What follows belongs to an exercise in optimizing a design on an open flow for small area, a short achievable clock period and few clock cycles; a production flow would make more cautious choices.
Function was checked by simulation only, so behaviour that the tests miss may differ from the original.
Power and IR drop assume default switching activity.

==> flow/design.v <==
module encrpytion        
    # (parameter k = 32)(
    input clk,               
    input rst,               
    input en,                
    input [k-1:0]a,          
    input [2*k-1:0]n,        
    input [k:0]e,            
    output [k-1:0]cipher,    
    output reg ready_flag    
    );
reg  [k-1:0] R;          
reg  [k-1:0] P;          
reg  [k-1:0] Ni;         
reg          bq;         
reg  [4:0]   cnt;        
reg  [4:0]   idx;        
reg          ebit;       
reg          sq;         
reg          run;        
assign cipher = R;
reg  [4:0] idx0;
integer i;
always @(*) begin
    idx0 = 5'd0;
    for (i = 1; i <= k; i = i + 1)
        if (e[i]) idx0 = i - 1;
end
wire [k+2:0] x  = {2'b00, P, 1'b0};
wire [k+2:0] y  = {3'b000, bq ? R : {k{1'b0}}};
wire [k+2:0] z1 = {3'b111, Ni};           
wire [k+2:0] z2 = {2'b11, Ni, 1'b1};      
wire [k+2:0] s1 = x ^ y ^ z1;
wire [k+2:0] c1 = (x & y) | (x & z1) | (y & z1);
wire [k+2:0] s2 = x ^ y ^ z2;
wire [k+2:0] c2 = (x & y) | (x & z2) | (y & z2);
wire [34:0] ad0_p0 = x ^ y;
wire [34:0] ad0_g0 = x & y;
wire [34:0] ad0_G0 = {ad0_g0[34:1], ad0_g0[0] | (ad0_p0[0] & 1'b0)};
wire [34:0] ad0_P0 = ad0_p0;
wire ad0_g1_1 = ad0_G0[1] | (ad0_P0[1] & ad0_G0[0]);
wire ad0_p1_1 = ad0_P0[1] & ad0_P0[0];
wire ad0_g1_3 = ad0_G0[3] | (ad0_P0[3] & ad0_G0[2]);
wire ad0_p1_3 = ad0_P0[3] & ad0_P0[2];
wire ad0_g1_5 = ad0_G0[5] | (ad0_P0[5] & ad0_G0[4]);
wire ad0_p1_5 = ad0_P0[5] & ad0_P0[4];
wire ad0_g1_7 = ad0_G0[7] | (ad0_P0[7] & ad0_G0[6]);
wire ad0_p1_7 = ad0_P0[7] & ad0_P0[6];
wire ad0_g1_9 = ad0_G0[9] | (ad0_P0[9] & ad0_G0[8]);
wire ad0_p1_9 = ad0_P0[9] & ad0_P0[8];
wire ad0_g1_11 = ad0_G0[11] | (ad0_P0[11] & ad0_G0[10]);
wire ad0_p1_11 = ad0_P0[11] & ad0_P0[10];
wire ad0_g1_13 = ad0_G0[13] | (ad0_P0[13] & ad0_G0[12]);
wire ad0_p1_13 = ad0_P0[13] & ad0_P0[12];
wire ad0_g1_15 = ad0_G0[15] | (ad0_P0[15] & ad0_G0[14]);
wire ad0_p1_15 = ad0_P0[15] & ad0_P0[14];
wire ad0_g1_17 = ad0_G0[17] | (ad0_P0[17] & ad0_G0[16]);
wire ad0_p1_17 = ad0_P0[17] & ad0_P0[16];
wire ad0_g1_19 = ad0_G0[19] | (ad0_P0[19] & ad0_G0[18]);
wire ad0_p1_19 = ad0_P0[19] & ad0_P0[18];
wire ad0_g1_21 = ad0_G0[21] | (ad0_P0[21] & ad0_G0[20]);
wire ad0_p1_21 = ad0_P0[21] & ad0_P0[20];
wire ad0_g1_23 = ad0_G0[23] | (ad0_P0[23] & ad0_G0[22]);
wire ad0_p1_23 = ad0_P0[23] & ad0_P0[22];
wire ad0_g1_25 = ad0_G0[25] | (ad0_P0[25] & ad0_G0[24]);
wire ad0_p1_25 = ad0_P0[25] & ad0_P0[24];
wire ad0_g1_27 = ad0_G0[27] | (ad0_P0[27] & ad0_G0[26]);
wire ad0_p1_27 = ad0_P0[27] & ad0_P0[26];
wire ad0_g1_29 = ad0_G0[29] | (ad0_P0[29] & ad0_G0[28]);
wire ad0_p1_29 = ad0_P0[29] & ad0_P0[28];
wire ad0_g1_31 = ad0_G0[31] | (ad0_P0[31] & ad0_G0[30]);
wire ad0_p1_31 = ad0_P0[31] & ad0_P0[30];
wire ad0_g1_33 = ad0_G0[33] | (ad0_P0[33] & ad0_G0[32]);
wire ad0_p1_33 = ad0_P0[33] & ad0_P0[32];
wire ad0_g2_2 = ad0_G0[2] | (ad0_P0[2] & ad0_g1_1);
wire ad0_p2_2 = ad0_P0[2] & ad0_p1_1;
wire ad0_g2_3 = ad0_g1_3 | (ad0_p1_3 & ad0_g1_1);
wire ad0_p2_3 = ad0_p1_3 & ad0_p1_1;
wire ad0_g2_6 = ad0_G0[6] | (ad0_P0[6] & ad0_g1_5);
wire ad0_p2_6 = ad0_P0[6] & ad0_p1_5;
wire ad0_g2_7 = ad0_g1_7 | (ad0_p1_7 & ad0_g1_5);
wire ad0_p2_7 = ad0_p1_7 & ad0_p1_5;
wire ad0_g2_10 = ad0_G0[10] | (ad0_P0[10] & ad0_g1_9);
wire ad0_p2_10 = ad0_P0[10] & ad0_p1_9;
wire ad0_g2_11 = ad0_g1_11 | (ad0_p1_11 & ad0_g1_9);
wire ad0_p2_11 = ad0_p1_11 & ad0_p1_9;
wire ad0_g2_14 = ad0_G0[14] | (ad0_P0[14] & ad0_g1_13);
wire ad0_p2_14 = ad0_P0[14] & ad0_p1_13;
wire ad0_g2_15 = ad0_g1_15 | (ad0_p1_15 & ad0_g1_13);
wire ad0_p2_15 = ad0_p1_15 & ad0_p1_13;
wire ad0_g2_18 = ad0_G0[18] | (ad0_P0[18] & ad0_g1_17);
wire ad0_p2_18 = ad0_P0[18] & ad0_p1_17;
wire ad0_g2_19 = ad0_g1_19 | (ad0_p1_19 & ad0_g1_17);
wire ad0_p2_19 = ad0_p1_19 & ad0_p1_17;
wire ad0_g2_22 = ad0_G0[22] | (ad0_P0[22] & ad0_g1_21);
wire ad0_p2_22 = ad0_P0[22] & ad0_p1_21;
wire ad0_g2_23 = ad0_g1_23 | (ad0_p1_23 & ad0_g1_21);
wire ad0_p2_23 = ad0_p1_23 & ad0_p1_21;
wire ad0_g2_26 = ad0_G0[26] | (ad0_P0[26] & ad0_g1_25);
wire ad0_p2_26 = ad0_P0[26] & ad0_p1_25;
wire ad0_g2_27 = ad0_g1_27 | (ad0_p1_27 & ad0_g1_25);
wire ad0_p2_27 = ad0_p1_27 & ad0_p1_25;
wire ad0_g2_30 = ad0_G0[30] | (ad0_P0[30] & ad0_g1_29);
wire ad0_p2_30 = ad0_P0[30] & ad0_p1_29;
wire ad0_g2_31 = ad0_g1_31 | (ad0_p1_31 & ad0_g1_29);
wire ad0_p2_31 = ad0_p1_31 & ad0_p1_29;
wire ad0_g2_34 = ad0_G0[34] | (ad0_P0[34] & ad0_g1_33);
wire ad0_p2_34 = ad0_P0[34] & ad0_p1_33;
wire ad0_g3_4 = ad0_G0[4] | (ad0_P0[4] & ad0_g2_3);
wire ad0_p3_4 = ad0_P0[4] & ad0_p2_3;
wire ad0_g3_5 = ad0_g1_5 | (ad0_p1_5 & ad0_g2_3);
wire ad0_p3_5 = ad0_p1_5 & ad0_p2_3;
wire ad0_g3_6 = ad0_g2_6 | (ad0_p2_6 & ad0_g2_3);
wire ad0_p3_6 = ad0_p2_6 & ad0_p2_3;
wire ad0_g3_7 = ad0_g2_7 | (ad0_p2_7 & ad0_g2_3);
wire ad0_p3_7 = ad0_p2_7 & ad0_p2_3;
wire ad0_g3_12 = ad0_G0[12] | (ad0_P0[12] & ad0_g2_11);
wire ad0_p3_12 = ad0_P0[12] & ad0_p2_11;
wire ad0_g3_13 = ad0_g1_13 | (ad0_p1_13 & ad0_g2_11);
wire ad0_p3_13 = ad0_p1_13 & ad0_p2_11;
wire ad0_g3_14 = ad0_g2_14 | (ad0_p2_14 & ad0_g2_11);
wire ad0_p3_14 = ad0_p2_14 & ad0_p2_11;
wire ad0_g3_15 = ad0_g2_15 | (ad0_p2_15 & ad0_g2_11);
wire ad0_p3_15 = ad0_p2_15 & ad0_p2_11;
wire ad0_g3_20 = ad0_G0[20] | (ad0_P0[20] & ad0_g2_19);
wire ad0_p3_20 = ad0_P0[20] & ad0_p2_19;
wire ad0_g3_21 = ad0_g1_21 | (ad0_p1_21 & ad0_g2_19);
wire ad0_p3_21 = ad0_p1_21 & ad0_p2_19;
wire ad0_g3_22 = ad0_g2_22 | (ad0_p2_22 & ad0_g2_19);
wire ad0_p3_22 = ad0_p2_22 & ad0_p2_19;
wire ad0_g3_23 = ad0_g2_23 | (ad0_p2_23 & ad0_g2_19);
wire ad0_p3_23 = ad0_p2_23 & ad0_p2_19;
wire ad0_g3_28 = ad0_G0[28] | (ad0_P0[28] & ad0_g2_27);
wire ad0_p3_28 = ad0_P0[28] & ad0_p2_27;
wire ad0_g3_29 = ad0_g1_29 | (ad0_p1_29 & ad0_g2_27);
wire ad0_p3_29 = ad0_p1_29 & ad0_p2_27;
wire ad0_g3_30 = ad0_g2_30 | (ad0_p2_30 & ad0_g2_27);
wire ad0_p3_30 = ad0_p2_30 & ad0_p2_27;
wire ad0_g3_31 = ad0_g2_31 | (ad0_p2_31 & ad0_g2_27);
wire ad0_p3_31 = ad0_p2_31 & ad0_p2_27;
wire ad0_g4_8 = ad0_G0[8] | (ad0_P0[8] & ad0_g3_7);
wire ad0_p4_8 = ad0_P0[8] & ad0_p3_7;
wire ad0_g4_9 = ad0_g1_9 | (ad0_p1_9 & ad0_g3_7);
wire ad0_p4_9 = ad0_p1_9 & ad0_p3_7;
wire ad0_g4_10 = ad0_g2_10 | (ad0_p2_10 & ad0_g3_7);
wire ad0_p4_10 = ad0_p2_10 & ad0_p3_7;
wire ad0_g4_11 = ad0_g2_11 | (ad0_p2_11 & ad0_g3_7);
wire ad0_p4_11 = ad0_p2_11 & ad0_p3_7;
wire ad0_g4_12 = ad0_g3_12 | (ad0_p3_12 & ad0_g3_7);
wire ad0_p4_12 = ad0_p3_12 & ad0_p3_7;
wire ad0_g4_13 = ad0_g3_13 | (ad0_p3_13 & ad0_g3_7);
wire ad0_p4_13 = ad0_p3_13 & ad0_p3_7;
wire ad0_g4_14 = ad0_g3_14 | (ad0_p3_14 & ad0_g3_7);
wire ad0_p4_14 = ad0_p3_14 & ad0_p3_7;
wire ad0_g4_15 = ad0_g3_15 | (ad0_p3_15 & ad0_g3_7);
wire ad0_p4_15 = ad0_p3_15 & ad0_p3_7;
wire ad0_g4_24 = ad0_G0[24] | (ad0_P0[24] & ad0_g3_23);
wire ad0_p4_24 = ad0_P0[24] & ad0_p3_23;
wire ad0_g4_25 = ad0_g1_25 | (ad0_p1_25 & ad0_g3_23);
wire ad0_p4_25 = ad0_p1_25 & ad0_p3_23;
wire ad0_g4_26 = ad0_g2_26 | (ad0_p2_26 & ad0_g3_23);
wire ad0_p4_26 = ad0_p2_26 & ad0_p3_23;
wire ad0_g4_27 = ad0_g2_27 | (ad0_p2_27 & ad0_g3_23);
wire ad0_p4_27 = ad0_p2_27 & ad0_p3_23;
wire ad0_g4_28 = ad0_g3_28 | (ad0_p3_28 & ad0_g3_23);
wire ad0_p4_28 = ad0_p3_28 & ad0_p3_23;
wire ad0_g4_29 = ad0_g3_29 | (ad0_p3_29 & ad0_g3_23);
wire ad0_p4_29 = ad0_p3_29 & ad0_p3_23;
wire ad0_g4_30 = ad0_g3_30 | (ad0_p3_30 & ad0_g3_23);
wire ad0_p4_30 = ad0_p3_30 & ad0_p3_23;
wire ad0_g4_31 = ad0_g3_31 | (ad0_p3_31 & ad0_g3_23);
wire ad0_p4_31 = ad0_p3_31 & ad0_p3_23;
wire ad0_g5_16 = ad0_G0[16] | (ad0_P0[16] & ad0_g4_15);
wire ad0_p5_16 = ad0_P0[16] & ad0_p4_15;
wire ad0_g5_17 = ad0_g1_17 | (ad0_p1_17 & ad0_g4_15);
wire ad0_p5_17 = ad0_p1_17 & ad0_p4_15;
wire ad0_g5_18 = ad0_g2_18 | (ad0_p2_18 & ad0_g4_15);
wire ad0_p5_18 = ad0_p2_18 & ad0_p4_15;
wire ad0_g5_19 = ad0_g2_19 | (ad0_p2_19 & ad0_g4_15);
wire ad0_p5_19 = ad0_p2_19 & ad0_p4_15;
wire ad0_g5_20 = ad0_g3_20 | (ad0_p3_20 & ad0_g4_15);
wire ad0_p5_20 = ad0_p3_20 & ad0_p4_15;
wire ad0_g5_21 = ad0_g3_21 | (ad0_p3_21 & ad0_g4_15);
wire ad0_p5_21 = ad0_p3_21 & ad0_p4_15;
wire ad0_g5_22 = ad0_g3_22 | (ad0_p3_22 & ad0_g4_15);
wire ad0_p5_22 = ad0_p3_22 & ad0_p4_15;
wire ad0_g5_23 = ad0_g3_23 | (ad0_p3_23 & ad0_g4_15);
wire ad0_p5_23 = ad0_p3_23 & ad0_p4_15;
wire ad0_g5_24 = ad0_g4_24 | (ad0_p4_24 & ad0_g4_15);
wire ad0_p5_24 = ad0_p4_24 & ad0_p4_15;
wire ad0_g5_25 = ad0_g4_25 | (ad0_p4_25 & ad0_g4_15);
wire ad0_p5_25 = ad0_p4_25 & ad0_p4_15;
wire ad0_g5_26 = ad0_g4_26 | (ad0_p4_26 & ad0_g4_15);
wire ad0_p5_26 = ad0_p4_26 & ad0_p4_15;
wire ad0_g5_27 = ad0_g4_27 | (ad0_p4_27 & ad0_g4_15);
wire ad0_p5_27 = ad0_p4_27 & ad0_p4_15;
wire ad0_g5_28 = ad0_g4_28 | (ad0_p4_28 & ad0_g4_15);
wire ad0_p5_28 = ad0_p4_28 & ad0_p4_15;
wire ad0_g5_29 = ad0_g4_29 | (ad0_p4_29 & ad0_g4_15);
wire ad0_p5_29 = ad0_p4_29 & ad0_p4_15;
wire ad0_g5_30 = ad0_g4_30 | (ad0_p4_30 & ad0_g4_15);
wire ad0_p5_30 = ad0_p4_30 & ad0_p4_15;
wire ad0_g5_31 = ad0_g4_31 | (ad0_p4_31 & ad0_g4_15);
wire ad0_p5_31 = ad0_p4_31 & ad0_p4_15;
wire ad0_g6_32 = ad0_G0[32] | (ad0_P0[32] & ad0_g5_31);
wire ad0_p6_32 = ad0_P0[32] & ad0_p5_31;
wire ad0_g6_33 = ad0_g1_33 | (ad0_p1_33 & ad0_g5_31);
wire ad0_p6_33 = ad0_p1_33 & ad0_p5_31;
wire ad0_g6_34 = ad0_g2_34 | (ad0_p2_34 & ad0_g5_31);
wire ad0_p6_34 = ad0_p2_34 & ad0_p5_31;
wire [34:0] t0 = ad0_p0 ^ {ad0_g6_33, ad0_g6_32, ad0_g5_31, ad0_g5_30, ad0_g5_29, ad0_g5_28, ad0_g5_27, ad0_g5_26, ad0_g5_25, ad0_g5_24, ad0_g5_23, ad0_g5_22, ad0_g5_21, ad0_g5_20, ad0_g5_19, ad0_g5_18, ad0_g5_17, ad0_g5_16, ad0_g4_15, ad0_g4_14, ad0_g4_13, ad0_g4_12, ad0_g4_11, ad0_g4_10, ad0_g4_9, ad0_g4_8, ad0_g3_7, ad0_g3_6, ad0_g3_5, ad0_g3_4, ad0_g2_3, ad0_g2_2, ad0_g1_1, ad0_G0[0], 1'b0};
wire [34:0] ad1_p0 = s1 ^ {c1[k+1:0], 1'b0};
wire [34:0] ad1_g0 = s1 & {c1[k+1:0], 1'b0};
wire [34:0] ad1_G0 = {ad1_g0[34:1], ad1_g0[0] | (ad1_p0[0] & 1'b1)};
wire [34:0] ad1_P0 = ad1_p0;
wire ad1_g1_1 = ad1_G0[1] | (ad1_P0[1] & ad1_G0[0]);
wire ad1_p1_1 = ad1_P0[1] & ad1_P0[0];
wire ad1_g1_3 = ad1_G0[3] | (ad1_P0[3] & ad1_G0[2]);
wire ad1_p1_3 = ad1_P0[3] & ad1_P0[2];
wire ad1_g1_5 = ad1_G0[5] | (ad1_P0[5] & ad1_G0[4]);
wire ad1_p1_5 = ad1_P0[5] & ad1_P0[4];
wire ad1_g1_7 = ad1_G0[7] | (ad1_P0[7] & ad1_G0[6]);
wire ad1_p1_7 = ad1_P0[7] & ad1_P0[6];
wire ad1_g1_9 = ad1_G0[9] | (ad1_P0[9] & ad1_G0[8]);
wire ad1_p1_9 = ad1_P0[9] & ad1_P0[8];
wire ad1_g1_11 = ad1_G0[11] | (ad1_P0[11] & ad1_G0[10]);
wire ad1_p1_11 = ad1_P0[11] & ad1_P0[10];
wire ad1_g1_13 = ad1_G0[13] | (ad1_P0[13] & ad1_G0[12]);
wire ad1_p1_13 = ad1_P0[13] & ad1_P0[12];
wire ad1_g1_15 = ad1_G0[15] | (ad1_P0[15] & ad1_G0[14]);
wire ad1_p1_15 = ad1_P0[15] & ad1_P0[14];
wire ad1_g1_17 = ad1_G0[17] | (ad1_P0[17] & ad1_G0[16]);
wire ad1_p1_17 = ad1_P0[17] & ad1_P0[16];
wire ad1_g1_19 = ad1_G0[19] | (ad1_P0[19] & ad1_G0[18]);
wire ad1_p1_19 = ad1_P0[19] & ad1_P0[18];
wire ad1_g1_21 = ad1_G0[21] | (ad1_P0[21] & ad1_G0[20]);
wire ad1_p1_21 = ad1_P0[21] & ad1_P0[20];
wire ad1_g1_23 = ad1_G0[23] | (ad1_P0[23] & ad1_G0[22]);
wire ad1_p1_23 = ad1_P0[23] & ad1_P0[22];
wire ad1_g1_25 = ad1_G0[25] | (ad1_P0[25] & ad1_G0[24]);
wire ad1_p1_25 = ad1_P0[25] & ad1_P0[24];
wire ad1_g1_27 = ad1_G0[27] | (ad1_P0[27] & ad1_G0[26]);
wire ad1_p1_27 = ad1_P0[27] & ad1_P0[26];
wire ad1_g1_29 = ad1_G0[29] | (ad1_P0[29] & ad1_G0[28]);
wire ad1_p1_29 = ad1_P0[29] & ad1_P0[28];
wire ad1_g1_31 = ad1_G0[31] | (ad1_P0[31] & ad1_G0[30]);
wire ad1_p1_31 = ad1_P0[31] & ad1_P0[30];
wire ad1_g1_33 = ad1_G0[33] | (ad1_P0[33] & ad1_G0[32]);
wire ad1_p1_33 = ad1_P0[33] & ad1_P0[32];
wire ad1_g2_2 = ad1_G0[2] | (ad1_P0[2] & ad1_g1_1);
wire ad1_p2_2 = ad1_P0[2] & ad1_p1_1;
wire ad1_g2_3 = ad1_g1_3 | (ad1_p1_3 & ad1_g1_1);
wire ad1_p2_3 = ad1_p1_3 & ad1_p1_1;
wire ad1_g2_6 = ad1_G0[6] | (ad1_P0[6] & ad1_g1_5);
wire ad1_p2_6 = ad1_P0[6] & ad1_p1_5;
wire ad1_g2_7 = ad1_g1_7 | (ad1_p1_7 & ad1_g1_5);
wire ad1_p2_7 = ad1_p1_7 & ad1_p1_5;
wire ad1_g2_10 = ad1_G0[10] | (ad1_P0[10] & ad1_g1_9);
wire ad1_p2_10 = ad1_P0[10] & ad1_p1_9;
wire ad1_g2_11 = ad1_g1_11 | (ad1_p1_11 & ad1_g1_9);
wire ad1_p2_11 = ad1_p1_11 & ad1_p1_9;
wire ad1_g2_14 = ad1_G0[14] | (ad1_P0[14] & ad1_g1_13);
wire ad1_p2_14 = ad1_P0[14] & ad1_p1_13;
wire ad1_g2_15 = ad1_g1_15 | (ad1_p1_15 & ad1_g1_13);
wire ad1_p2_15 = ad1_p1_15 & ad1_p1_13;
wire ad1_g2_18 = ad1_G0[18] | (ad1_P0[18] & ad1_g1_17);
wire ad1_p2_18 = ad1_P0[18] & ad1_p1_17;
wire ad1_g2_19 = ad1_g1_19 | (ad1_p1_19 & ad1_g1_17);
wire ad1_p2_19 = ad1_p1_19 & ad1_p1_17;
wire ad1_g2_22 = ad1_G0[22] | (ad1_P0[22] & ad1_g1_21);
wire ad1_p2_22 = ad1_P0[22] & ad1_p1_21;
wire ad1_g2_23 = ad1_g1_23 | (ad1_p1_23 & ad1_g1_21);
wire ad1_p2_23 = ad1_p1_23 & ad1_p1_21;
wire ad1_g2_26 = ad1_G0[26] | (ad1_P0[26] & ad1_g1_25);
wire ad1_p2_26 = ad1_P0[26] & ad1_p1_25;
wire ad1_g2_27 = ad1_g1_27 | (ad1_p1_27 & ad1_g1_25);
wire ad1_p2_27 = ad1_p1_27 & ad1_p1_25;
wire ad1_g2_30 = ad1_G0[30] | (ad1_P0[30] & ad1_g1_29);
wire ad1_p2_30 = ad1_P0[30] & ad1_p1_29;
wire ad1_g2_31 = ad1_g1_31 | (ad1_p1_31 & ad1_g1_29);
wire ad1_p2_31 = ad1_p1_31 & ad1_p1_29;
wire ad1_g2_34 = ad1_G0[34] | (ad1_P0[34] & ad1_g1_33);
wire ad1_p2_34 = ad1_P0[34] & ad1_p1_33;
wire ad1_g3_4 = ad1_G0[4] | (ad1_P0[4] & ad1_g2_3);
wire ad1_p3_4 = ad1_P0[4] & ad1_p2_3;
wire ad1_g3_5 = ad1_g1_5 | (ad1_p1_5 & ad1_g2_3);
wire ad1_p3_5 = ad1_p1_5 & ad1_p2_3;
wire ad1_g3_6 = ad1_g2_6 | (ad1_p2_6 & ad1_g2_3);
wire ad1_p3_6 = ad1_p2_6 & ad1_p2_3;
wire ad1_g3_7 = ad1_g2_7 | (ad1_p2_7 & ad1_g2_3);
wire ad1_p3_7 = ad1_p2_7 & ad1_p2_3;
wire ad1_g3_12 = ad1_G0[12] | (ad1_P0[12] & ad1_g2_11);
wire ad1_p3_12 = ad1_P0[12] & ad1_p2_11;
wire ad1_g3_13 = ad1_g1_13 | (ad1_p1_13 & ad1_g2_11);
wire ad1_p3_13 = ad1_p1_13 & ad1_p2_11;
wire ad1_g3_14 = ad1_g2_14 | (ad1_p2_14 & ad1_g2_11);
wire ad1_p3_14 = ad1_p2_14 & ad1_p2_11;
wire ad1_g3_15 = ad1_g2_15 | (ad1_p2_15 & ad1_g2_11);
wire ad1_p3_15 = ad1_p2_15 & ad1_p2_11;
wire ad1_g3_20 = ad1_G0[20] | (ad1_P0[20] & ad1_g2_19);
wire ad1_p3_20 = ad1_P0[20] & ad1_p2_19;
wire ad1_g3_21 = ad1_g1_21 | (ad1_p1_21 & ad1_g2_19);
wire ad1_p3_21 = ad1_p1_21 & ad1_p2_19;
wire ad1_g3_22 = ad1_g2_22 | (ad1_p2_22 & ad1_g2_19);
wire ad1_p3_22 = ad1_p2_22 & ad1_p2_19;
wire ad1_g3_23 = ad1_g2_23 | (ad1_p2_23 & ad1_g2_19);
wire ad1_p3_23 = ad1_p2_23 & ad1_p2_19;
wire ad1_g3_28 = ad1_G0[28] | (ad1_P0[28] & ad1_g2_27);
wire ad1_p3_28 = ad1_P0[28] & ad1_p2_27;
wire ad1_g3_29 = ad1_g1_29 | (ad1_p1_29 & ad1_g2_27);
wire ad1_p3_29 = ad1_p1_29 & ad1_p2_27;
wire ad1_g3_30 = ad1_g2_30 | (ad1_p2_30 & ad1_g2_27);
wire ad1_p3_30 = ad1_p2_30 & ad1_p2_27;
wire ad1_g3_31 = ad1_g2_31 | (ad1_p2_31 & ad1_g2_27);
wire ad1_p3_31 = ad1_p2_31 & ad1_p2_27;
wire ad1_g4_8 = ad1_G0[8] | (ad1_P0[8] & ad1_g3_7);
wire ad1_p4_8 = ad1_P0[8] & ad1_p3_7;
wire ad1_g4_9 = ad1_g1_9 | (ad1_p1_9 & ad1_g3_7);
wire ad1_p4_9 = ad1_p1_9 & ad1_p3_7;
wire ad1_g4_10 = ad1_g2_10 | (ad1_p2_10 & ad1_g3_7);
wire ad1_p4_10 = ad1_p2_10 & ad1_p3_7;
wire ad1_g4_11 = ad1_g2_11 | (ad1_p2_11 & ad1_g3_7);
wire ad1_p4_11 = ad1_p2_11 & ad1_p3_7;
wire ad1_g4_12 = ad1_g3_12 | (ad1_p3_12 & ad1_g3_7);
wire ad1_p4_12 = ad1_p3_12 & ad1_p3_7;
wire ad1_g4_13 = ad1_g3_13 | (ad1_p3_13 & ad1_g3_7);
wire ad1_p4_13 = ad1_p3_13 & ad1_p3_7;
wire ad1_g4_14 = ad1_g3_14 | (ad1_p3_14 & ad1_g3_7);
wire ad1_p4_14 = ad1_p3_14 & ad1_p3_7;
wire ad1_g4_15 = ad1_g3_15 | (ad1_p3_15 & ad1_g3_7);
wire ad1_p4_15 = ad1_p3_15 & ad1_p3_7;
wire ad1_g4_24 = ad1_G0[24] | (ad1_P0[24] & ad1_g3_23);
wire ad1_p4_24 = ad1_P0[24] & ad1_p3_23;
wire ad1_g4_25 = ad1_g1_25 | (ad1_p1_25 & ad1_g3_23);
wire ad1_p4_25 = ad1_p1_25 & ad1_p3_23;
wire ad1_g4_26 = ad1_g2_26 | (ad1_p2_26 & ad1_g3_23);
wire ad1_p4_26 = ad1_p2_26 & ad1_p3_23;
wire ad1_g4_27 = ad1_g2_27 | (ad1_p2_27 & ad1_g3_23);
wire ad1_p4_27 = ad1_p2_27 & ad1_p3_23;
wire ad1_g4_28 = ad1_g3_28 | (ad1_p3_28 & ad1_g3_23);
wire ad1_p4_28 = ad1_p3_28 & ad1_p3_23;
wire ad1_g4_29 = ad1_g3_29 | (ad1_p3_29 & ad1_g3_23);
wire ad1_p4_29 = ad1_p3_29 & ad1_p3_23;
wire ad1_g4_30 = ad1_g3_30 | (ad1_p3_30 & ad1_g3_23);
wire ad1_p4_30 = ad1_p3_30 & ad1_p3_23;
wire ad1_g4_31 = ad1_g3_31 | (ad1_p3_31 & ad1_g3_23);
wire ad1_p4_31 = ad1_p3_31 & ad1_p3_23;
wire ad1_g5_16 = ad1_G0[16] | (ad1_P0[16] & ad1_g4_15);
wire ad1_p5_16 = ad1_P0[16] & ad1_p4_15;
wire ad1_g5_17 = ad1_g1_17 | (ad1_p1_17 & ad1_g4_15);
wire ad1_p5_17 = ad1_p1_17 & ad1_p4_15;
wire ad1_g5_18 = ad1_g2_18 | (ad1_p2_18 & ad1_g4_15);
wire ad1_p5_18 = ad1_p2_18 & ad1_p4_15;
wire ad1_g5_19 = ad1_g2_19 | (ad1_p2_19 & ad1_g4_15);
wire ad1_p5_19 = ad1_p2_19 & ad1_p4_15;
wire ad1_g5_20 = ad1_g3_20 | (ad1_p3_20 & ad1_g4_15);
wire ad1_p5_20 = ad1_p3_20 & ad1_p4_15;
wire ad1_g5_21 = ad1_g3_21 | (ad1_p3_21 & ad1_g4_15);
wire ad1_p5_21 = ad1_p3_21 & ad1_p4_15;
wire ad1_g5_22 = ad1_g3_22 | (ad1_p3_22 & ad1_g4_15);
wire ad1_p5_22 = ad1_p3_22 & ad1_p4_15;
wire ad1_g5_23 = ad1_g3_23 | (ad1_p3_23 & ad1_g4_15);
wire ad1_p5_23 = ad1_p3_23 & ad1_p4_15;
wire ad1_g5_24 = ad1_g4_24 | (ad1_p4_24 & ad1_g4_15);
wire ad1_p5_24 = ad1_p4_24 & ad1_p4_15;
wire ad1_g5_25 = ad1_g4_25 | (ad1_p4_25 & ad1_g4_15);
wire ad1_p5_25 = ad1_p4_25 & ad1_p4_15;
wire ad1_g5_26 = ad1_g4_26 | (ad1_p4_26 & ad1_g4_15);
wire ad1_p5_26 = ad1_p4_26 & ad1_p4_15;
wire ad1_g5_27 = ad1_g4_27 | (ad1_p4_27 & ad1_g4_15);
wire ad1_p5_27 = ad1_p4_27 & ad1_p4_15;
wire ad1_g5_28 = ad1_g4_28 | (ad1_p4_28 & ad1_g4_15);
wire ad1_p5_28 = ad1_p4_28 & ad1_p4_15;
wire ad1_g5_29 = ad1_g4_29 | (ad1_p4_29 & ad1_g4_15);
wire ad1_p5_29 = ad1_p4_29 & ad1_p4_15;
wire ad1_g5_30 = ad1_g4_30 | (ad1_p4_30 & ad1_g4_15);
wire ad1_p5_30 = ad1_p4_30 & ad1_p4_15;
wire ad1_g5_31 = ad1_g4_31 | (ad1_p4_31 & ad1_g4_15);
wire ad1_p5_31 = ad1_p4_31 & ad1_p4_15;
wire ad1_g6_32 = ad1_G0[32] | (ad1_P0[32] & ad1_g5_31);
wire ad1_p6_32 = ad1_P0[32] & ad1_p5_31;
wire ad1_g6_33 = ad1_g1_33 | (ad1_p1_33 & ad1_g5_31);
wire ad1_p6_33 = ad1_p1_33 & ad1_p5_31;
wire ad1_g6_34 = ad1_g2_34 | (ad1_p2_34 & ad1_g5_31);
wire ad1_p6_34 = ad1_p2_34 & ad1_p5_31;
wire [34:0] t1 = ad1_p0 ^ {ad1_g6_33, ad1_g6_32, ad1_g5_31, ad1_g5_30, ad1_g5_29, ad1_g5_28, ad1_g5_27, ad1_g5_26, ad1_g5_25, ad1_g5_24, ad1_g5_23, ad1_g5_22, ad1_g5_21, ad1_g5_20, ad1_g5_19, ad1_g5_18, ad1_g5_17, ad1_g5_16, ad1_g4_15, ad1_g4_14, ad1_g4_13, ad1_g4_12, ad1_g4_11, ad1_g4_10, ad1_g4_9, ad1_g4_8, ad1_g3_7, ad1_g3_6, ad1_g3_5, ad1_g3_4, ad1_g2_3, ad1_g2_2, ad1_g1_1, ad1_G0[0], 1'b1};
wire [34:0] ad2_p0 = s2 ^ {c2[k+1:0], 1'b0};
wire [34:0] ad2_g0 = s2 & {c2[k+1:0], 1'b0};
wire [34:0] ad2_G0 = {ad2_g0[34:1], ad2_g0[0] | (ad2_p0[0] & 1'b1)};
wire [34:0] ad2_P0 = ad2_p0;
wire ad2_g1_1 = ad2_G0[1] | (ad2_P0[1] & ad2_G0[0]);
wire ad2_p1_1 = ad2_P0[1] & ad2_P0[0];
wire ad2_g1_3 = ad2_G0[3] | (ad2_P0[3] & ad2_G0[2]);
wire ad2_p1_3 = ad2_P0[3] & ad2_P0[2];
wire ad2_g1_5 = ad2_G0[5] | (ad2_P0[5] & ad2_G0[4]);
wire ad2_p1_5 = ad2_P0[5] & ad2_P0[4];
wire ad2_g1_7 = ad2_G0[7] | (ad2_P0[7] & ad2_G0[6]);
wire ad2_p1_7 = ad2_P0[7] & ad2_P0[6];
wire ad2_g1_9 = ad2_G0[9] | (ad2_P0[9] & ad2_G0[8]);
wire ad2_p1_9 = ad2_P0[9] & ad2_P0[8];
wire ad2_g1_11 = ad2_G0[11] | (ad2_P0[11] & ad2_G0[10]);
wire ad2_p1_11 = ad2_P0[11] & ad2_P0[10];
wire ad2_g1_13 = ad2_G0[13] | (ad2_P0[13] & ad2_G0[12]);
wire ad2_p1_13 = ad2_P0[13] & ad2_P0[12];
wire ad2_g1_15 = ad2_G0[15] | (ad2_P0[15] & ad2_G0[14]);
wire ad2_p1_15 = ad2_P0[15] & ad2_P0[14];
wire ad2_g1_17 = ad2_G0[17] | (ad2_P0[17] & ad2_G0[16]);
wire ad2_p1_17 = ad2_P0[17] & ad2_P0[16];
wire ad2_g1_19 = ad2_G0[19] | (ad2_P0[19] & ad2_G0[18]);
wire ad2_p1_19 = ad2_P0[19] & ad2_P0[18];
wire ad2_g1_21 = ad2_G0[21] | (ad2_P0[21] & ad2_G0[20]);
wire ad2_p1_21 = ad2_P0[21] & ad2_P0[20];
wire ad2_g1_23 = ad2_G0[23] | (ad2_P0[23] & ad2_G0[22]);
wire ad2_p1_23 = ad2_P0[23] & ad2_P0[22];
wire ad2_g1_25 = ad2_G0[25] | (ad2_P0[25] & ad2_G0[24]);
wire ad2_p1_25 = ad2_P0[25] & ad2_P0[24];
wire ad2_g1_27 = ad2_G0[27] | (ad2_P0[27] & ad2_G0[26]);
wire ad2_p1_27 = ad2_P0[27] & ad2_P0[26];
wire ad2_g1_29 = ad2_G0[29] | (ad2_P0[29] & ad2_G0[28]);
wire ad2_p1_29 = ad2_P0[29] & ad2_P0[28];
wire ad2_g1_31 = ad2_G0[31] | (ad2_P0[31] & ad2_G0[30]);
wire ad2_p1_31 = ad2_P0[31] & ad2_P0[30];
wire ad2_g1_33 = ad2_G0[33] | (ad2_P0[33] & ad2_G0[32]);
wire ad2_p1_33 = ad2_P0[33] & ad2_P0[32];
wire ad2_g2_2 = ad2_G0[2] | (ad2_P0[2] & ad2_g1_1);
wire ad2_p2_2 = ad2_P0[2] & ad2_p1_1;
wire ad2_g2_3 = ad2_g1_3 | (ad2_p1_3 & ad2_g1_1);
wire ad2_p2_3 = ad2_p1_3 & ad2_p1_1;
wire ad2_g2_6 = ad2_G0[6] | (ad2_P0[6] & ad2_g1_5);
wire ad2_p2_6 = ad2_P0[6] & ad2_p1_5;
wire ad2_g2_7 = ad2_g1_7 | (ad2_p1_7 & ad2_g1_5);
wire ad2_p2_7 = ad2_p1_7 & ad2_p1_5;
wire ad2_g2_10 = ad2_G0[10] | (ad2_P0[10] & ad2_g1_9);
wire ad2_p2_10 = ad2_P0[10] & ad2_p1_9;
wire ad2_g2_11 = ad2_g1_11 | (ad2_p1_11 & ad2_g1_9);
wire ad2_p2_11 = ad2_p1_11 & ad2_p1_9;
wire ad2_g2_14 = ad2_G0[14] | (ad2_P0[14] & ad2_g1_13);
wire ad2_p2_14 = ad2_P0[14] & ad2_p1_13;
wire ad2_g2_15 = ad2_g1_15 | (ad2_p1_15 & ad2_g1_13);
wire ad2_p2_15 = ad2_p1_15 & ad2_p1_13;
wire ad2_g2_18 = ad2_G0[18] | (ad2_P0[18] & ad2_g1_17);
wire ad2_p2_18 = ad2_P0[18] & ad2_p1_17;
wire ad2_g2_19 = ad2_g1_19 | (ad2_p1_19 & ad2_g1_17);
wire ad2_p2_19 = ad2_p1_19 & ad2_p1_17;
wire ad2_g2_22 = ad2_G0[22] | (ad2_P0[22] & ad2_g1_21);
wire ad2_p2_22 = ad2_P0[22] & ad2_p1_21;
wire ad2_g2_23 = ad2_g1_23 | (ad2_p1_23 & ad2_g1_21);
wire ad2_p2_23 = ad2_p1_23 & ad2_p1_21;
wire ad2_g2_26 = ad2_G0[26] | (ad2_P0[26] & ad2_g1_25);
wire ad2_p2_26 = ad2_P0[26] & ad2_p1_25;
wire ad2_g2_27 = ad2_g1_27 | (ad2_p1_27 & ad2_g1_25);
wire ad2_p2_27 = ad2_p1_27 & ad2_p1_25;
wire ad2_g2_30 = ad2_G0[30] | (ad2_P0[30] & ad2_g1_29);
wire ad2_p2_30 = ad2_P0[30] & ad2_p1_29;
wire ad2_g2_31 = ad2_g1_31 | (ad2_p1_31 & ad2_g1_29);
wire ad2_p2_31 = ad2_p1_31 & ad2_p1_29;
wire ad2_g2_34 = ad2_G0[34] | (ad2_P0[34] & ad2_g1_33);
wire ad2_p2_34 = ad2_P0[34] & ad2_p1_33;
wire ad2_g3_4 = ad2_G0[4] | (ad2_P0[4] & ad2_g2_3);
wire ad2_p3_4 = ad2_P0[4] & ad2_p2_3;
wire ad2_g3_5 = ad2_g1_5 | (ad2_p1_5 & ad2_g2_3);
wire ad2_p3_5 = ad2_p1_5 & ad2_p2_3;
wire ad2_g3_6 = ad2_g2_6 | (ad2_p2_6 & ad2_g2_3);
wire ad2_p3_6 = ad2_p2_6 & ad2_p2_3;
wire ad2_g3_7 = ad2_g2_7 | (ad2_p2_7 & ad2_g2_3);
wire ad2_p3_7 = ad2_p2_7 & ad2_p2_3;
wire ad2_g3_12 = ad2_G0[12] | (ad2_P0[12] & ad2_g2_11);
wire ad2_p3_12 = ad2_P0[12] & ad2_p2_11;
wire ad2_g3_13 = ad2_g1_13 | (ad2_p1_13 & ad2_g2_11);
wire ad2_p3_13 = ad2_p1_13 & ad2_p2_11;
wire ad2_g3_14 = ad2_g2_14 | (ad2_p2_14 & ad2_g2_11);
wire ad2_p3_14 = ad2_p2_14 & ad2_p2_11;
wire ad2_g3_15 = ad2_g2_15 | (ad2_p2_15 & ad2_g2_11);
wire ad2_p3_15 = ad2_p2_15 & ad2_p2_11;
wire ad2_g3_20 = ad2_G0[20] | (ad2_P0[20] & ad2_g2_19);
wire ad2_p3_20 = ad2_P0[20] & ad2_p2_19;
wire ad2_g3_21 = ad2_g1_21 | (ad2_p1_21 & ad2_g2_19);
wire ad2_p3_21 = ad2_p1_21 & ad2_p2_19;
wire ad2_g3_22 = ad2_g2_22 | (ad2_p2_22 & ad2_g2_19);
wire ad2_p3_22 = ad2_p2_22 & ad2_p2_19;
wire ad2_g3_23 = ad2_g2_23 | (ad2_p2_23 & ad2_g2_19);
wire ad2_p3_23 = ad2_p2_23 & ad2_p2_19;
wire ad2_g3_28 = ad2_G0[28] | (ad2_P0[28] & ad2_g2_27);
wire ad2_p3_28 = ad2_P0[28] & ad2_p2_27;
wire ad2_g3_29 = ad2_g1_29 | (ad2_p1_29 & ad2_g2_27);
wire ad2_p3_29 = ad2_p1_29 & ad2_p2_27;
wire ad2_g3_30 = ad2_g2_30 | (ad2_p2_30 & ad2_g2_27);
wire ad2_p3_30 = ad2_p2_30 & ad2_p2_27;
wire ad2_g3_31 = ad2_g2_31 | (ad2_p2_31 & ad2_g2_27);
wire ad2_p3_31 = ad2_p2_31 & ad2_p2_27;
wire ad2_g4_8 = ad2_G0[8] | (ad2_P0[8] & ad2_g3_7);
wire ad2_p4_8 = ad2_P0[8] & ad2_p3_7;
wire ad2_g4_9 = ad2_g1_9 | (ad2_p1_9 & ad2_g3_7);
wire ad2_p4_9 = ad2_p1_9 & ad2_p3_7;
wire ad2_g4_10 = ad2_g2_10 | (ad2_p2_10 & ad2_g3_7);
wire ad2_p4_10 = ad2_p2_10 & ad2_p3_7;
wire ad2_g4_11 = ad2_g2_11 | (ad2_p2_11 & ad2_g3_7);
wire ad2_p4_11 = ad2_p2_11 & ad2_p3_7;
wire ad2_g4_12 = ad2_g3_12 | (ad2_p3_12 & ad2_g3_7);
wire ad2_p4_12 = ad2_p3_12 & ad2_p3_7;
wire ad2_g4_13 = ad2_g3_13 | (ad2_p3_13 & ad2_g3_7);
wire ad2_p4_13 = ad2_p3_13 & ad2_p3_7;
wire ad2_g4_14 = ad2_g3_14 | (ad2_p3_14 & ad2_g3_7);
wire ad2_p4_14 = ad2_p3_14 & ad2_p3_7;
wire ad2_g4_15 = ad2_g3_15 | (ad2_p3_15 & ad2_g3_7);
wire ad2_p4_15 = ad2_p3_15 & ad2_p3_7;
wire ad2_g4_24 = ad2_G0[24] | (ad2_P0[24] & ad2_g3_23);
wire ad2_p4_24 = ad2_P0[24] & ad2_p3_23;
wire ad2_g4_25 = ad2_g1_25 | (ad2_p1_25 & ad2_g3_23);
wire ad2_p4_25 = ad2_p1_25 & ad2_p3_23;
wire ad2_g4_26 = ad2_g2_26 | (ad2_p2_26 & ad2_g3_23);
wire ad2_p4_26 = ad2_p2_26 & ad2_p3_23;
wire ad2_g4_27 = ad2_g2_27 | (ad2_p2_27 & ad2_g3_23);
wire ad2_p4_27 = ad2_p2_27 & ad2_p3_23;
wire ad2_g4_28 = ad2_g3_28 | (ad2_p3_28 & ad2_g3_23);
wire ad2_p4_28 = ad2_p3_28 & ad2_p3_23;
wire ad2_g4_29 = ad2_g3_29 | (ad2_p3_29 & ad2_g3_23);
wire ad2_p4_29 = ad2_p3_29 & ad2_p3_23;
wire ad2_g4_30 = ad2_g3_30 | (ad2_p3_30 & ad2_g3_23);
wire ad2_p4_30 = ad2_p3_30 & ad2_p3_23;
wire ad2_g4_31 = ad2_g3_31 | (ad2_p3_31 & ad2_g3_23);
wire ad2_p4_31 = ad2_p3_31 & ad2_p3_23;
wire ad2_g5_16 = ad2_G0[16] | (ad2_P0[16] & ad2_g4_15);
wire ad2_p5_16 = ad2_P0[16] & ad2_p4_15;
wire ad2_g5_17 = ad2_g1_17 | (ad2_p1_17 & ad2_g4_15);
wire ad2_p5_17 = ad2_p1_17 & ad2_p4_15;
wire ad2_g5_18 = ad2_g2_18 | (ad2_p2_18 & ad2_g4_15);
wire ad2_p5_18 = ad2_p2_18 & ad2_p4_15;
wire ad2_g5_19 = ad2_g2_19 | (ad2_p2_19 & ad2_g4_15);
wire ad2_p5_19 = ad2_p2_19 & ad2_p4_15;
wire ad2_g5_20 = ad2_g3_20 | (ad2_p3_20 & ad2_g4_15);
wire ad2_p5_20 = ad2_p3_20 & ad2_p4_15;
wire ad2_g5_21 = ad2_g3_21 | (ad2_p3_21 & ad2_g4_15);
wire ad2_p5_21 = ad2_p3_21 & ad2_p4_15;
wire ad2_g5_22 = ad2_g3_22 | (ad2_p3_22 & ad2_g4_15);
wire ad2_p5_22 = ad2_p3_22 & ad2_p4_15;
wire ad2_g5_23 = ad2_g3_23 | (ad2_p3_23 & ad2_g4_15);
wire ad2_p5_23 = ad2_p3_23 & ad2_p4_15;
wire ad2_g5_24 = ad2_g4_24 | (ad2_p4_24 & ad2_g4_15);
wire ad2_p5_24 = ad2_p4_24 & ad2_p4_15;
wire ad2_g5_25 = ad2_g4_25 | (ad2_p4_25 & ad2_g4_15);
wire ad2_p5_25 = ad2_p4_25 & ad2_p4_15;
wire ad2_g5_26 = ad2_g4_26 | (ad2_p4_26 & ad2_g4_15);
wire ad2_p5_26 = ad2_p4_26 & ad2_p4_15;
wire ad2_g5_27 = ad2_g4_27 | (ad2_p4_27 & ad2_g4_15);
wire ad2_p5_27 = ad2_p4_27 & ad2_p4_15;
wire ad2_g5_28 = ad2_g4_28 | (ad2_p4_28 & ad2_g4_15);
wire ad2_p5_28 = ad2_p4_28 & ad2_p4_15;
wire ad2_g5_29 = ad2_g4_29 | (ad2_p4_29 & ad2_g4_15);
wire ad2_p5_29 = ad2_p4_29 & ad2_p4_15;
wire ad2_g5_30 = ad2_g4_30 | (ad2_p4_30 & ad2_g4_15);
wire ad2_p5_30 = ad2_p4_30 & ad2_p4_15;
wire ad2_g5_31 = ad2_g4_31 | (ad2_p4_31 & ad2_g4_15);
wire ad2_p5_31 = ad2_p4_31 & ad2_p4_15;
wire ad2_g6_32 = ad2_G0[32] | (ad2_P0[32] & ad2_g5_31);
wire ad2_p6_32 = ad2_P0[32] & ad2_p5_31;
wire ad2_g6_33 = ad2_g1_33 | (ad2_p1_33 & ad2_g5_31);
wire ad2_p6_33 = ad2_p1_33 & ad2_p5_31;
wire ad2_g6_34 = ad2_g2_34 | (ad2_p2_34 & ad2_g5_31);
wire ad2_p6_34 = ad2_p2_34 & ad2_p5_31;
wire [34:0] t2 = ad2_p0 ^ {ad2_g6_33, ad2_g6_32, ad2_g5_31, ad2_g5_30, ad2_g5_29, ad2_g5_28, ad2_g5_27, ad2_g5_26, ad2_g5_25, ad2_g5_24, ad2_g5_23, ad2_g5_22, ad2_g5_21, ad2_g5_20, ad2_g5_19, ad2_g5_18, ad2_g5_17, ad2_g5_16, ad2_g4_15, ad2_g4_14, ad2_g4_13, ad2_g4_12, ad2_g4_11, ad2_g4_10, ad2_g4_9, ad2_g4_8, ad2_g3_7, ad2_g3_6, ad2_g3_5, ad2_g3_4, ad2_g2_3, ad2_g2_2, ad2_g1_1, ad2_G0[0], 1'b1};
wire [k-1:0] res = !t2[k+2] ? t2[k-1:0] : !t1[k+2] ? t1[k-1:0] : t0[k-1:0];
wire last   = (cnt == 5'd31);
wire domul  = sq & ebit;
wire finish = last & ~domul & (idx == 5'd0);
wire idle   = ~run & ~ready_flag;
always @(posedge clk or posedge rst) begin
    if (rst) begin
        run <= 1'b0;
        ready_flag <= 1'b0;
    end else begin
        run <= en & (idle | (run & ~finish));
        ready_flag <= en & (ready_flag | (run & finish));
    end
end
always @(posedge clk) begin
    ebit <= e[idx];
    if (idle) begin
        R   <= a;
        Ni  <= ~n[k-1:0];
        P   <= {k{1'b0}};
        bq  <= a[k-1];
        cnt <= 5'd30;
        idx <= idx0;
        sq  <= 1'b1;
    end else if (run) begin
        cnt <= cnt - 5'd1;
        if (last) begin
            R <= res;
            P <= {k{1'b0}};
            if (domul) begin
                sq <= 1'b0;
                bq <= a[k-1];
            end else begin
                sq  <= 1'b1;
                bq  <= res[k-1];
                idx <= idx - 5'd1;
            end
        end else begin
            P  <= res;
            bq <= sq ? R[cnt] : a[cnt];
        end
    end
end
endmodule
==> flow/run.sh <==
#!/bin/bash
# synth_recipe.tcl (not shown) runs the flow's synth.tcl, then flattens the netlist and writes it again
# the make line also repeats each setting of config.mk as NAME=value (left out here)
make -C /OpenROAD-flow-scripts/flow DESIGN_CONFIG=/design/flow/config.mk WORK_HOME=/design/flow/orfs CLKGATE_MAP_FILE= SYNTH_SCRIPT=/design/flow/synth_recipe.tcl finish
==> flow/config.mk <==
export PLATFORM = sky130hd
export DESIGN_NAME = encrpytion
export DESIGN_NICKNAME = encrpytion
export VERILOG_FILES = /design/flow/design.v
export SDC_FILE = /design/flow/constraint.sdc
export NUM_CORES = 4
export LEC_CHECK = 0
export CAP_MARGIN = 20
export CORE_MARGIN = 2
export CORE_UTILIZATION = 55
export PLACE_DENSITY = 0.7
export SETUP_SLACK_MARGIN = 5
export SLEW_MARGIN = 20
==> flow/constraint.sdc <==
create_clock -name core_clock -period 10.0 [get_ports {clk}]
set_input_delay 2.0000 -clock core_clock [delete_from_list [all_inputs] [get_ports {clk}]]
set_output_delay 2.0000 -clock core_clock [all_outputs]
set_load 0.01 [all_outputs]
==> impl_metrics.csv, run 1 <==
group,metric,value,unit
status,status,"no timing/DRC/antenna violations",
finish,antennaDiodeCount,0,
synth,netlist_instances,1135,
clock_network,ctsHoldBuffers,0,
synth,mappedNetlistArea,11300,um^2
clock_network,h-tree-depth,3,
sta,clock.fmax,0.211,GHz
clock_network,cts_sinks,111,
setup_path,cp_top_family,"compound AO/OA/AOI/OAI gates",
synth,synth_ff_type,"edfxtp_1",
sta,setup-tns-final,0,ns
route,drc,0,
setup_path,worstPathArrival,4.84,ns
floorplan,io_pins,165,
synth,synthMuxAreaShare,0.104,
synth,synth_area_leaders,"edfxtp_1 19%, fa_1 13%, ha_1 11%, dfxtp_1 6.9%, mux4_2 6.2%",
place,io_buffers,132,
setup_path,cp-end-kind,"flop",
pwr,finalPower,4.58,mW
setup_path,cp_slowest_stage_delay,0.47,ns
pwr,ir_drop,0.149,mV
synth,synth_top_family_by_area,"adder cells",
floorplan,die_w,147,um
setup_path,crit_fanout,16,
pwr,p_per_area,346,nW/um^2
clock_network,path_clk_slew,0.08,ns
finish,fill_cells,1712,
pwr,swShare,0.488,
route,routed_wl,31.5,mm
sta,max_slew_margin,0.436,
global_route,overflow,0,
global_route,grt_pass1_wl,50.5,mm
synth,syn_avg_cell_area,9.93,um^2
pwr,p_leak,5.48,nW
setup_path,crit_top_cell,"buf_4",
sta,tightest_slew,0.840,ns
synth,synth_xor_area_frac,0.0591,
synth,async_flop_share,0.0180,
synth,synth-simple-area-share,0.120,
pwr,switchingPower,2.23,mW
synth,synth.most_common_cell,"ha_1",
route,viasPerCell,6.11,
synth,ys_types,72,
route,drtIter0Drc,626,
pwr,comb_power_share,0.746,
clock_network,clockBufferDepth,2,
setup_path,path_cells,"buf_4, nand2_1, inv_1, fa_1, inv_1, fa_1, nand2b_1, a211oi_2, o211ai_1, buf_4, o211ai_4, a31oi_2, o21ai_4, buf_4, mux2_2, mux2i_1, o21ai_0",
worst_hold_path,hold_class,"reg -> reg",
floorplan,rows,52,
synth,synth-seq-cells,111,
synth,ys_warn_count,1,
sta,timing.final.hold_violations,0,
setup_path,path_buf_inv,5,
floorplan,die_area,21700,um^2
run,drv_cap,0,
clock_network,clk_latency,0.37,ns
clock_network,cts-root-buf,"clkbuf_16",
setup_path,cp.depth,17,
route,firstDrtPassIters,8,
pwr,p_int,2.34,mW
synth,synth_edf_count,70,
route,final_antenna_net_count,0,
sta,rsz0062_at_grt,"false",
synth,synth_compound_area_frac,0.170,
finish,layout.nets,1566,
setup_path,critPathLaunchType,"flop",
route,vias,9381,
finish,syn2layout_area_growth,17.2,%
clock_network,cts_tree,"built",
route,routedWlPerCell,20.5,um
clock_network,cts_buffers,9,
floorplan,start_util,0.559,
pwr,clockPowerShare,0.077,
synth,synth_fp_nets,1440,
setup_path,r2r_cells,17,
floorplan,core_area,20200,um^2
synth,synth_common_cells,"97 x ha_1, 89 x inv_1, 87 x a21oi_1",
floorplan,dieHeight,147,um
sta,hold_slack,0.553,ns
place,gp_congestion,0.907,
setup_path,worstPathRequired,10.09,ns
setup_path,cpMaxStageDelayCell,"fa_1",
sta,period_share,0.475,
finish,layout-drive-gt1-share,0.0727,
place,place_hpwl,24.2,mm
worst_hold_path,hold_path_depth,2,
sta,period_needed,4.75,ns
global_route,antenna_found_initial,0,
global_route,grt_util_all_layers,0.298,
synth,synthAdderAreaFrac,0.243,
sta,finalMaxSlewViolations,0,
pwr,pwr-share-seq,0.177,
sta,finalSetupViolations,0,
sta,finClkSkew,0.0126,ns
synth,synth_top_area_frac,0.187,
synth,seq_area_frac_synth,0.260,
setup_path,critPathKind,"reg -> reg",
synth,yosys.area.top_type,"edfxtp_1",
global_route,grt_max_degree,46,
global_route,first_global_vias,9527,
logic make-up after synthesis:
group / Yosys count
AND/OR/NAND/NOR: 278
AO/OA/AOI/OAI: 295
XOR/XNOR: 76
adder cells (fa/ha/maj): 173
flip-flops: 111
multiplexers: 77
buffers and inverters: 125
tightest hold or removal path: stages, from the launching register on:
cell and delay, ns:
dfxtp_1 0.38, nand2_1 0.08, o21ai_1 0.05
area by class of cell:
type	instances	area, um^2	share of cell area
tap	270	338	0.0256
sequential	111	2930	0.222
clock inverter	7	37.5	0.00284
clock buffer	9	225	0.0171
timing repair buffer	151	1460	0.111
multi-input combinational	899	7880	0.596
inverter	89	334	0.0253
sequential cells by signal, summed over array words and instances, names as in the netlist:
| register | cells |
|---|---|
| Ni | 32 |
| P | 32 |
| R | 32 |
| bq | 1 |
| cnt | 5 |
| ebit | 1 |
| idx | 5 |
| ready_flag | 1 |
| run | 1 |
| sq | 1 |
cell usage in the layout (no fill, tap or decap), types with 10 or more instances in the layout:
master             n
a211oi_1          12
a21o_1            11
a21oi_1           87
a31oi_1           11
and2_1            41
buf_4             19
clkdlybuf4s50_1  132
dfxtp_1           39
edfxtp_1          70
fa_1              76
ha_1              97
inv_1             88
mux2i_1           38
mux4_2            31
nand2_1           78
nand2b_1          10
nand3_1           18
nor2_1            70
nor3_1            12
o211ai_1          16
o21ai_0           62
o21bai_1          10
xnor2_1           43
xor2_1            33
power by group through the flow:
stage          registers, mW  logic (mW)  clock network, mW
6_report               0.809        3.41              0.353
5_1_grt                0.835        3.76              0.369
4_1_cts                0.811        3.35              0.355
3_5_place_dp           0.826        3.30                  0
3_3_place_gp           0.823        3.24                  0
2_1_floorplan          0.803        2.42                  0
metrics by stage:
stage / utilization / instance area (um^2) / instances / worst slack, ns
floorplan: - / 11300 / 1135 / 5.89
global placement: 0.638 / 12900 / 1513 / 4.12
detailed placement: 0.638 / 12900 / 1513 / 4.00
CTS: 0.652 / 13200 / 1532 / 5.00
global route: 0.655 / 13200 / 1536 / 5.01
finish: 0.655 / 13200 / 1536 / 5.25
timing repair:
item | CTS | global route
setup buffers | 3 | 4
resized for setup | 2 | 4
endpoints found under the hold margin | 0 | 0
endpoints found under the setup margin | 65 | 35
pin swaps | 1 | 2
path summary, 6_finish.rpt:
path	slack [ns]	startpoint	to
min	0.55	P[16]	P[16]
min in group asynchronous	1.78	rst	ready_flag
max	5.25	bq	R[16]
min reg2reg	0.55	P[16]	P[16]
max in group asynchronous	8.12	rst	ready_flag
max reg2reg	5.25	bq	R[16]
per-layer routing:
metal	routed length (um)	GRT usage	vias to the layer above	part of all wire
li1	-	-	4397	-
met1	13700	0.407	4569	0.43
met2	14800	0.490	365	0.47
met3	2210	0.0491	50	0.070
met4	816	0.0904	0	0.026
met5	0	0	-	0
Testbench counts, summed over its fixed seeds: cycles 6,240.
==> inputs of run 2 (changes only) <==
--- a/flow/design.v
+++ b/flow/design.v
@@ -573,12 +573,13 @@
         ready_flag <= en & (ready_flag | (run & finish));
     end
 end
+always @(posedge clk)
+    Ni <= ~n[k-1:0];
 always @(posedge clk) begin
     ebit <= e[idx];
+    P <= (idle | last) ? {k{1'b0}} : res;
     if (idle) begin
         R   <= a;
-        Ni  <= ~n[k-1:0];
-        P   <= {k{1'b0}};
         bq  <= a[k-1];
         cnt <= 5'd30;
         idx <= idx0;
@@ -587,7 +588,6 @@
         cnt <= cnt - 5'd1;
         if (last) begin
             R <= res;
-            P <= {k{1'b0}};
             if (domul) begin
                 sq <= 1'b0;
                 bq <= a[k-1];
@@ -597,7 +597,6 @@
                 idx <= idx - 5'd1;
             end
         end else begin
-            P  <= res;
             bq <= sq ? R[cnt] : a[cnt];
         end
     end
--- a/flow/config.mk
+++ b/flow/config.mk
@@ -5,6 +5,7 @@
 export SDC_FILE = /design/flow/constraint.sdc
 export NUM_CORES = 4
 export LEC_CHECK = 0
+export ABC_AREA = 1
 export CAP_MARGIN = 20
 export CORE_MARGIN = 2
 export CORE_UTILIZATION = 55
==> run 2 against run 1 <==
Against the previous run:
- still clean
- final area shrank 5.7%
- global-route usage is essentially flat
- fmax grew 1.3%
- die area shrank 5.6%
- total power shrank 6.6%
- sequential share of layout area shrank 1.2 points
- non-clock buffer count shrank 11
- critical path depth grew 9
- critical path type unchanged
- largest cell class unchanged
==> impl_metrics.csv, run 2 <==
group,metric,value,unit
status,status,"no timing/DRC/antenna violations",
route,viasPerCell,5.53,
floorplan,die_w,143,um
synth,synth-seq-cells,111,
synth,netlist_instances,1377,
setup_path,critPathLaunchType,"flop",
sta,tightest_slew,0.969,ns
synth,syn_avg_cell_area,7.72,um^2
global_route,grtUsageMet1,0.413,
pwr,ir_drop,0.165,mV
floorplan,rows,50,
sta,rsz0062_at_grt,"false",
floorplan,dieHeight,143,um
sta,period_needed,4.68,ns
setup_path,r2r_cells,26,
clock_network,cts_sinks,111,
setup_path,crit_end,"R[19]",
route,vias,9695,
synth,ys_warn_count,1,
synth,synth_common_cells,"246 x nand2_1, 198 x inv_1, 155 x nor2_1",
setup_path,cp-end-kind,"flop",
pwr,p_per_area,343,nW/um^2
setup_path,worstPathArrival,4.79,ns
finish,post_layout_nonfiller_instances,1754,
sta,clock.fmax,0.214,GHz
synth,mappedNetlistArea,10600,um^2
clock_network,path_clk_slew,0.08,ns
sta,timing.final.hold_violations,0,
pwr,p_leak,6.02,nW
run,drv_cap,0,
place,io_buffers,132,
place,gp_congestion,0.864,
finish,final_common_cell,"nand2_1",
synth,synth.most_common_cell,"nand2_1",
finish,antennaDiodeCount,0,
setup_path,critPathKind,"reg -> reg",
clock_network,ctsHoldBuffers,0,
finish,final_cell_mix,"246 x nand2_1, 198 x inv_1, 154 x nor2_1",
synth,synth_ff_type,"dfxtp_1",
synth,seq_area_frac_synth,0.246,
floorplan,io_pins,165,
clock_network,clockBufferDepth,2,
setup_path,r2r-end,"R[19]",
route,drc,0,
synth,synth_fp_nets,1682,
global_route,gr-usage-met3,0.0409,
synth,synth_area_leaders,"fa_1 14%, dfxtp_1 13%, ha_1 11%, edfxtp_1 11%, nand2_1 8.7%",
clock_network,clk_latency,0.37,ns
setup_path,worstPathRequired,10.10,ns
global_route,grt_pass1_wl,47.3,mm
global_route,grt-busiest-layer,"met2",
floorplan,start_util,0.564,
route,final_antenna_net_count,0,
finish,final_area,12500,um^2
setup_path,timing.rr.start,"bq",
global_route,first_global_vias,9380,
global_route,gr-usage-met2,0.485,
synth,async_flop_share,0.0180,
route,routedWlPerCell,16.8,um
setup_path,rrSetupSlack,5.32,ns
sta,setup-tns-final,0,ns
setup_path,startpoint,"bq",
clock_network,h-tree-depth,3,
global_route,overflow,0,
finish,reg_top3,"Ni x32, P x32, R x32",
clock_network,cts-root-buf,"clkbuf_16",
finish,final_util,0.662,
clock_network,cts_tree,"built",
finish,layout.nets,1794,
route,routed_wl,29.5,mm
sta,finClkSkew,0.00939,ns
finish,syn2layout_area_growth,17.2,%
finish,layout-drive-gt1-share,0.0535,
floorplan,core_area,18800,um^2
global_route,antenna_found_initial,0,
synth,ys_types,55,
pwr,finalPower,4.27,mW
sta,finalSetupViolations,0,
setup_path,crit_fanout,31,
place,place_inst,1736,
sta,period_share,0.468,
synth,synth_top_area_frac,0.143,
floorplan,die_area,20400,um^2
route,drtIter0Drc,768,
synth,synth_edf_count,38,
sta,finalMaxSlewViolations,0,
synth,yosys.area.top_type,"fa_1",
place,place_hpwl,22.1,mm
clock_network,cts_buffers,9,
place,placed_cell_area,12100,um^2
route,firstDrtPassIters,5,
sta,max_slew_margin,0.350,
worst_hold_path,worstHoldStart,"idx[4]",
global_route,grt_util_all_layers,0.298,
worst_hold_path,hold_class,"reg -> reg",
global_route,grt_max_degree,35,
## run 2: timing repair
item / in CTS / in global routing
endpoints found under the setup margin: 61 / 49
gates cloned: 0 / 1
resized for setup: 1 / 4
setup buffers: 1 / 0
## run 2: kinds of logic (layout without fill, tap and decap cells)
kind of cell,count (synthesis),after routing,share of synthesized area
XOR/XNOR,50,50,0.0412
flip-flops,111,111,0.246
buffers and inverters,244,360,0.0929
adder cells (fa/ha/maj),173,173,0.257
AND/OR/NAND/NOR,513,514,0.203
AO/OA/AOI/OAI,286,286,0.160
## run 2: where the power goes
part / switching, mW / internal, mW
Clock: 0.188 / 0.198
Combinational: 1.85 / 1.26
Sequential: 0.146 / 0.633
## run 2: per-layer routing
| layer | vias to the layer above | share of wire |
|---|---|---|
| met5 | - | 0 |
| met4 | 0 | 0.025 |
| met3 | 62 | 0.076 |
| met2 | 367 | 0.46 |
| met1 | 4541 | 0.44 |
| li1 | 4725 | - |
## run 2: how the worst min path moves through the flow
stage                  end  cells past startpoint  slack [ns]
floorplan           cnt[4]                      1        0.48
global placement    cnt[4]                      1        0.50
detailed placement  cnt[4]                      1        0.53
CTS                 cnt[4]                      1        0.55
global route        cnt[4]                      1        0.59
finish                ebit                      2        0.56
## run 2: worst max-delay path: stages (launching register included)
cell and delay [ns]:
edfxtp_1 0.41, buf_4 0.23, nand2_1 0.08, inv_1 0.08, fa_1 0.50, inv_1 0.05, fa_1 0.36, inv_1 0.12
nand3_1 0.08, nand2_1 0.14, nand2_1 0.09, nand2_2 0.10, nand3_2 0.09, nand2_4 0.10, a21oi_4 0.08, inv_2 0.08
nand2_1 0.06, nand2_2 0.10, inv_2 0.08, o21ai_4 0.21, nand2_4 0.10, o21ai_4 0.17, nand2_2 0.11, nand3_4 0.24
inv_4 0.24, o21ai_0 0.38, a31oi_1 0.14
## run 2: final cells by class
class | count | area, um^2
repair buffers | 140 | 1380
inverters | 204 | 781
clock inverters | 7 | 78.8
fillers | 1660 | 6370
flip-flops and latches | 111 | 2610
clock buffers | 9 | 225
multi-input cells | 1023 | 7050
well taps | 260 | 325
## run 2: per-stage QoR
| stage | hold slack [ns] | worst slack, ns |
|---|---|---|
| after floorplan | 0.477 | 6.16 |
| after global routing | 0.589 | 5.02 |
| after CTS | 0.553 | 5.11 |
| final | 0.559 | 5.32 |
| after global placement | 0.505 | 4.52 |
| after detailed placement | 0.531 | 4.51 |
Testbench counts of run 2, summed over its fixed seeds: cycles 6,240.

-- afterwards: timing with drivers on the ports --
No port has a modelled driver above. Below, the same layouts with a new extraction and two added sets of constraints. Step 1: set_driving_cell puts a clkbuf_16 on clk and a buf_2 on each other input, an assumption about the parent block. Step 2 moves the port delays by t, midway between the first and last clock arrival at a register: inputs arrive t later, outputs are due t later. That takes back most of the time a late clock gives input paths. a / b / c = no drivers / after step 1 / after step 2; a / b = the first two.
run	shift t [ns]	setup slack, ns	latest minus earliest clock arrival (ns)	worst slew at a driven data input, ns	cell pins on the clock port's net
run 1	0.407	5.255 / 5.255 / 5.255	0.012 / 0.013	0.06	1
run 2	0.410	5.316 / 5.316 / 5.316	0.010 / 0.010	0.05	1
After both steps every run listed still meets setup and hold.
